From an optimization exercise on the open Yosys and OpenROAD flow, aimed at small area and a short achievable clock period; shortcuts taken in it are not production practice.
No activity file was given, so power comes from the tool's default toggle rates.

==> 04-23: inputs <==
// radix3_fft
module radix3_fft(
    input clk,
    input rst,
    input in_valid,
    input [31:0] a_re,
    input [31:0] a_img,
    input [31:0] b_re,
    input [31:0] b_img,
    input [31:0] c_re,
    input [31:0] c_img,
    output out_valid,
    output [31:0] ao_re,
    output [31:0] ao_img,
    output [31:0] bo_re,
    output [31:0] bo_img,
    output [31:0] co_re,
    output [31:0] co_img
    );
clock: 5.0 ns
lec_check: 0
cap_margin: 20
core_margin: 2
core_utilization: 40
setup_slack_margin: 1.5
slew_margin: 20
run.sh (not shown) runs the stock make flow with config.mk's settings and CLKGATE_MAP_FILE= SYNTH_SCRIPT=/design/flow/synth_recipe.tcl, a recipe that flattens the netlist after the stock synthesis.
==> 05-22 (differences from 04-23) <==
CORE_UTILIZATION = 60   (was 40)
PLACE_DENSITY = 0.75   (was unset)
SETUP_SLACK_MARGIN = 1.7   (was 1.5)
==> 01-28 (differences from 04-23) <==
--- a/flow/design.v
+++ b/flow/design.v
@@ -135,20 +135,20 @@
 wire zyx = (|dyx[7:5]) | (dyx[4] & dyx[3]);
 wire [7:0] sh = xbig ? dxy : dyx;
 wire shz = xbig ? zxy : zyx;
 wire same_a = ~(xi[31] ^ yi[31]);
 wire sgn_a = xi[31];
 wire sgnd_a = xi[31] ^ ~xbig;
-wire [7:0] emax = xbig ? xe : ye;
-wire [22:0] xf_b, yf_b; wire [7:0] ea; wire [4:0] sh_b;
+wire [22:0] xf_b, yf_b; wire [7:0] xe_b, ye_b; wire [4:0] sh_b;
 wire xbig_b, shz_b, same_b, sgn_b, sgnd_b;
-r3_cut #(.W(23+23+8+5+5), .EN(R[0])) C0 (.clk(clk),
-    .d({xi[22:0], yi[22:0], emax, sh[4:0], xbig, shz, same_a, sgn_a, sgnd_a}),
-    .q({xf_b, yf_b, ea, sh_b, xbig_b, shz_b, same_b, sgn_b, sgnd_b}));
+r3_cut #(.W(23+23+8+8+5+5), .EN(R[0])) C0 (.clk(clk),
+    .d({xi[22:0], yi[22:0], xe, ye, sh[4:0], xbig, shz, same_a, sgn_a, sgnd_a}),
+    .q({xf_b, yf_b, xe_b, ye_b, sh_b, xbig_b, shz_b, same_b, sgn_b, sgnd_b}));
 wire [22:0] lf = xbig_b ? xf_b : yf_b;
 wire [22:0] sf = xbig_b ? yf_b : xf_b;
+wire [7:0] ea = xbig_b ? xe_b : ye_b;
 wire [23:0] sm = shz_b ? 24'd0 : ({1'b1, sf} >> sh_b);
 wire [22:0] lf_c; wire [23:0] sm_c; wire same_c, sgn_c, sgnd_c; wire [7:0] e_c;
 r3_cut #(.W(23+24+3+8), .EN(R[1])) C1 (.clk(clk),
     .d({lf, sm, same_b, sgn_b, sgnd_b, ea}),
     .q({lf_c, sm_c, same_c, sgn_c, sgnd_c, e_c}));
 wire [24:0] sum = {1'b1, lf_c} + sm_c;
@@ -158,20 +158,20 @@
     .d({sum, dif, same_c, sgn_c, sgnd_c, e_c}),
     .q({sum_d, dif_d, same_d, sgn_d, sgnd_d, e_d}));
 wire [23:0] dn1; wire z16, z8;
 r3_norm1 N1 (.z(dif_d), .n(dn1), .z16(z16), .z8(z8));
 wire [31:0] rs = {sgn_d, e_d + {7'd0, sum_d[24]}, sum_d[24] ? sum_d[23:1] : sum_d[22:0]};
 wire zero = z16 & z8;
-wire [7:0] e16 = e_d - {3'd0, (zero ? 2'd0 : {z16, z8}), 3'd0};
-wire [23:0] dn1_e; wire [31:0] rs_e; wire [7:0] e_e; wire zero_e, same_e, sgnd_e;
-r3_cut #(.W(24+32+8+3), .EN(R[3])) C3 (.clk(clk),
-    .d({dn1, rs, e16, zero, same_d, sgnd_d}),
-    .q({dn1_e, rs_e, e_e, zero_e, same_e, sgnd_e}));
+wire [23:0] dn1_e; wire [31:0] rs_e; wire [7:0] e_e; wire z16_e, z8_e, zero_e, same_e, sgnd_e;
+r3_cut #(.W(24+32+8+5), .EN(R[3])) C3 (.clk(clk),
+    .d({dn1, rs, e_d, z16, z8, zero, same_d, sgnd_d}),
+    .q({dn1_e, rs_e, e_e, z16_e, z8_e, zero_e, same_e, sgnd_e}));
 wire [23:0] dn; wire [2:0] dc;
 r3_norm2 N2 (.z(dn1_e), .n(dn), .c(dc));
-wire [31:0] rd = {sgnd_e, e_e - {5'd0, (zero_e ? 3'd0 : dc)}, dn[22:0]};
+wire [4:0] cnt = zero_e ? 5'd0 : {z16_e, z8_e, dc};
+wire [31:0] rd = {sgnd_e, e_e - {3'd0, cnt}, dn[22:0]};
 wire [31:0] zp_e = same_e ? rs_e : rd;
 wire [31:0] zm_e = same_e ? rd : rs_e;
 r3_cut #(.W(64), .EN(R[4])) C4 (.clk(clk), .d({zp_e, zm_e}), .q({zp, zm}));
 endmodule
 module r3_st2 #(parameter [5:0] R = 0) (
     input clk,
@@ -198,30 +198,26 @@
 wire ageA = same ? ge0 : ge1;
 wire [7:0] shA = same ? (ge0 ? d0 : n0) : (ge1 ? d1 : n1);
 wire [7:0] eAo = same ? es : es1;
 wire abig = same ? big1 : big0;
 wire [7:0] shS = same ? (big1 ? d1 : n1) : (big0 ? d0 : n0);
 wire [7:0] eSo = same ? es1 : es;
-wire zd0 = (|d0[7:5]) | (d0[4] & d0[3]);
-wire zn0 = (|n0[7:5]) | (n0[4] & n0[3]);
-wire zd1 = (|d1[7:5]) | (d1[4] & d1[3]);
-wire zn1 = (|n1[7:5]) | (n1[4] & n1[3]);
-wire shzA = same ? (ge0 ? zd0 : zn0) : (ge1 ? zd1 : zn1);
-wire shzS = same ? (big1 ? zd1 : zn1) : (big0 ? zd0 : zn0);
+wire shzA = (|shA[7:5]) | (shA[4] & shA[3]);
+wire shzS = (|shS[7:5]) | (shS[4] & shS[3]);
 wire sgnd = sa ^ ~abig;
-wire [7:0] eAm = ageA ? ea : eAo;
-wire [7:0] eSm = abig ? ea : eSo;
-wire [22:0] af_b, sf_b; wire [7:0] eA, eS; wire [4:0] shA_b, shS_b;
+wire [22:0] af_b, sf_b; wire [7:0] ea_b, eAo_b, eSo_b; wire [4:0] shA_b, shS_b;
 wire ageA_b, abig_b, shzA_b, shzS_b, same_b, sa_b, sgnd_b;
-r3_cut #(.W(23+23+8+8+5+5+7), .EN(R[0])) C0 (.clk(clk),
-    .d({ai[22:0], si[22:0], eAm, eSm, shA[4:0], shS[4:0], ageA, abig, shzA, shzS, same, sa, sgnd}),
-    .q({af_b, sf_b, eA, eS, shA_b, shS_b, ageA_b, abig_b, shzA_b, shzS_b, same_b, sa_b, sgnd_b}));
+r3_cut #(.W(23+23+8+8+8+5+5+7), .EN(R[0])) C0 (.clk(clk),
+    .d({ai[22:0], si[22:0], ea, eAo, eSo, shA[4:0], shS[4:0], ageA, abig, shzA, shzS, same, sa, sgnd}),
+    .q({af_b, sf_b, ea_b, eAo_b, eSo_b, shA_b, shS_b, ageA_b, abig_b, shzA_b, shzS_b, same_b, sa_b, sgnd_b}));
 wire [22:0] lfA = ageA_b ? af_b : sf_b;
 wire [22:0] sfA = ageA_b ? sf_b : af_b;
+wire [7:0] eA = ageA_b ? ea_b : eAo_b;
 wire [22:0] lfS = abig_b ? af_b : sf_b;
 wire [22:0] sfS = abig_b ? sf_b : af_b;
+wire [7:0] eS = abig_b ? ea_b : eSo_b;
 wire [23:0] smA = shzA_b ? 24'd0 : ({1'b1, sfA} >> shA_b);
 wire [23:0] smS = shzS_b ? 24'd0 : ({1'b1, sfS} >> shS_b);
 wire [22:0] lfA_c, lfS_c; wire [23:0] smA_c, smS_c; wire [7:0] eA_c, eS_c; wire same_c, sa_c, sgnd_c;
 r3_cut #(.W(2*(23+24+8)+3), .EN(R[1])) C1 (.clk(clk),
     .d({lfA, smA, eA, lfS, smS, eS, same_b, sa_b, sgnd_b}),
     .q({lfA_c, smA_c, eA_c, lfS_c, smS_c, eS_c, same_c, sa_c, sgnd_c}));
@@ -232,20 +228,20 @@
     .d({sum, dif, eA_c, eS_c, same_c, sa_c, sgnd_c}),
     .q({sum_d, dif_d, eA_d, eS_d, same_d, sa_d, sgnd_d}));
 wire [23:0] dn1; wire z16, z8;
 r3_norm1 N1 (.z(dif_d), .n(dn1), .z16(z16), .z8(z8));
 wire [31:0] rs = {sa_d, eA_d + {7'd0, sum_d[24]}, sum_d[24] ? sum_d[23:1] : sum_d[22:0]};
 wire zero = z16 & z8;
-wire [7:0] e16 = eS_d - {3'd0, (zero ? 2'd0 : {z16, z8}), 3'd0};
-wire [23:0] dn1_e; wire [31:0] rs_e; wire [7:0] eS_e; wire zero_e, same_e, sgnd_e;
-r3_cut #(.W(24+32+8+3), .EN(R[3])) C3 (.clk(clk),
-    .d({dn1, rs, e16, zero, same_d, sgnd_d}),
-    .q({dn1_e, rs_e, eS_e, zero_e, same_e, sgnd_e}));
+wire [23:0] dn1_e; wire [31:0] rs_e; wire [7:0] eS_e; wire z16_e, z8_e, zero_e, same_e, sgnd_e;
+r3_cut #(.W(24+32+8+5), .EN(R[3])) C3 (.clk(clk),
+    .d({dn1, rs, eS_d, z16, z8, zero, same_d, sgnd_d}),
+    .q({dn1_e, rs_e, eS_e, z16_e, z8_e, zero_e, same_e, sgnd_e}));
 wire [23:0] dn; wire [2:0] dc;
 r3_norm2 N2 (.z(dn1_e), .n(dn), .c(dc));
-wire [31:0] rd = {sgnd_e, eS_e - {5'd0, (zero_e ? 3'd0 : dc)}, dn[22:0]};
+wire [4:0] cnt = zero_e ? 5'd0 : {z16_e, z8_e, dc};
+wire [31:0] rd = {sgnd_e, eS_e - {3'd0, cnt}, dn[22:0]};
 wire [31:0] ao_e = same_e ? rs_e : rd;
 wire [31:0] p_e = same_e ? rd : rs_e;
 r3_cut #(.W(64), .EN(R[4])) C4 (.clk(clk), .d({ao_e, p_e}), .q({ao, p}));
 endmodule
 module r3_mul #(parameter [3:0] R = 0) (
     input clk,
@@ -277,14 +273,13 @@
                   ez  ? {1'd0, u_b[23:1]} :
                   c1  ? {3'd0, u_b[23:3]} : {2'd0, u_b[23:2]};
 wire [7:0] e1 = byp2 ? e_b + 8'd250 :
                 byp1 ? (e_b[1] ? 8'd252 : 8'd254) + {7'd0, u23} :
                 ez   ? 8'd255 : e_b + {7'd0, c1};
 wire sg = byp2 ? sd_b : ~sd_b;
-wire [7:0] e0 = e1 - 8'd1;
-wire [23:0] s1_c, s2k_c; wire [7:0] e1_c, e0_c; wire sg_c;
-r3_cut #(.W(24+24+8+8+1), .EN(R[1])) C1 (.clk(clk),
-    .d({s1, s2k, e1, e0, sg}), .q({s1_c, s2k_c, e1_c, e0_c, sg_c}));
+wire [23:0] s1_c, s2k_c; wire [7:0] e1_c; wire sg_c;
+r3_cut #(.W(24+24+8+1), .EN(R[1])) C1 (.clk(clk),
+    .d({s1, s2k, e1, sg}), .q({s1_c, s2k_c, e1_c, sg_c}));
 wire [24:0] h = {1'b0, s1_c} + {1'b0, s2k_c};
-wire [31:0] m_e = {sg_c, h[24] ? e1_c : e0_c, h[24] ? h[23:1] : h[22:0]};
+wire [31:0] m_e = {sg_c, e1_c + {7'd0, h[24]} - 8'd1, h[24] ? h[23:1] : h[22:0]};
 r3_cut #(.W(32), .EN(R[2])) C2 (.clk(clk), .d(m_e), .q(m));
 endmodule
SETUP_SLACK_MARGIN = 2.5   (was 1.5)
==> run summary <==
- In register-to-register slack, 05-22 and 01-28 hardly differ.
- Against 01-28, the design area of 04-23 is lower by about 9%.
- In fmax, 05-22 and 01-28 hardly differ.
- Sequential share of layout area: 01-28 < 04-23 < 05-22.
- Between 04-23 and 05-22, the lower cell count is in 05-22 (gap 8.9%, measured against 05-22).
- Between 05-22 and 01-28, the lower non-clock buffer count is in 05-22 (gap 618).
- Of 01-28 and 05-22, 01-28 has the higher sequential power (gap about 1%, measured against 05-22).
==> figures <==
                                                                                    04-23           01-28           05-22
Number of tap cells inserted                                                         4180            4160            2821
Vias per cell                                                                        4.94            5.12            5.62
Clock buffer instance count of the final layout                                       455             446             418
Number of combinational gates with multiple inputs                                   7492            7367            7495
Slew at the pin closest to its max-slew limit                                     1120 ps         1140 ps         1150 ps
Total area of multi-input combinational cells                                0.0597 sq mm    0.0665 sq mm    0.0603 sq mm
Global-route usage over all layers                                                  18.0%           20.6%           27.5%
Clock latency at the later pin of the worst-skew pair                              900 ps          940 ps          940 ps
Number of search-and-repair iterations in the first detailed-routing pass               6               8               8
Compound-cell area share of the yosys netlist                                       10.8%           10.2%           10.8%
Pin count of the biggest net entering global routing                                   89              87              89
Result of the run                                                          finished clean  finished clean  finished clean
Fin nets                                                                            13.3k           13.8k           13.3k
Hold Crit Depth                                                                         0               1               0
Biggest cell delay along the critical path                                         590 ps          360 ps          410 ps
No functional check of the RTL was part of any run of this note.

## port drivers added, routing unchanged
The results above use ideal ports. As a check the final layouts listed here were re-extracted and re-timed, cells and wires unchanged. Step 1 assumes that a clkbuf_16 drives the clock port and a buf_2 every other input. Step 2, shift: input delay + t, output delay - t, t = (earliest + latest rising clock arrival at the registers) / 2. This alone moves slack from input paths to output paths. a / b / c = ideal ports / drivers / drivers and shift; a / b = the first two.
run | t (ns) | setup WS [ns] | latest minus earliest clock arrival (ns) | worst register clock-pin slew, ns | worst data-port slew with drivers (ns)
04-23 | 0.973 | 1.629 / 1.629 / 0.766 | 0.067 / 0.066 | 0.09 / 0.09 | 0.07
05-22 | 1.020 | 1.618 / 1.618 / 0.843 | 0.039 / 0.039 | 0.07 / 0.07 | 0.08
01-28 | 1.004 | 1.618 / 1.618 / 1.530 | 0.070 / 0.070 | 0.07 / 0.07 | 0.18
After both steps setup and hold are still met in every run listed. For 04-23, which loses most, drivers alone change the setup slack by 0.000 ns; drivers and shift together by -0.863 ns.
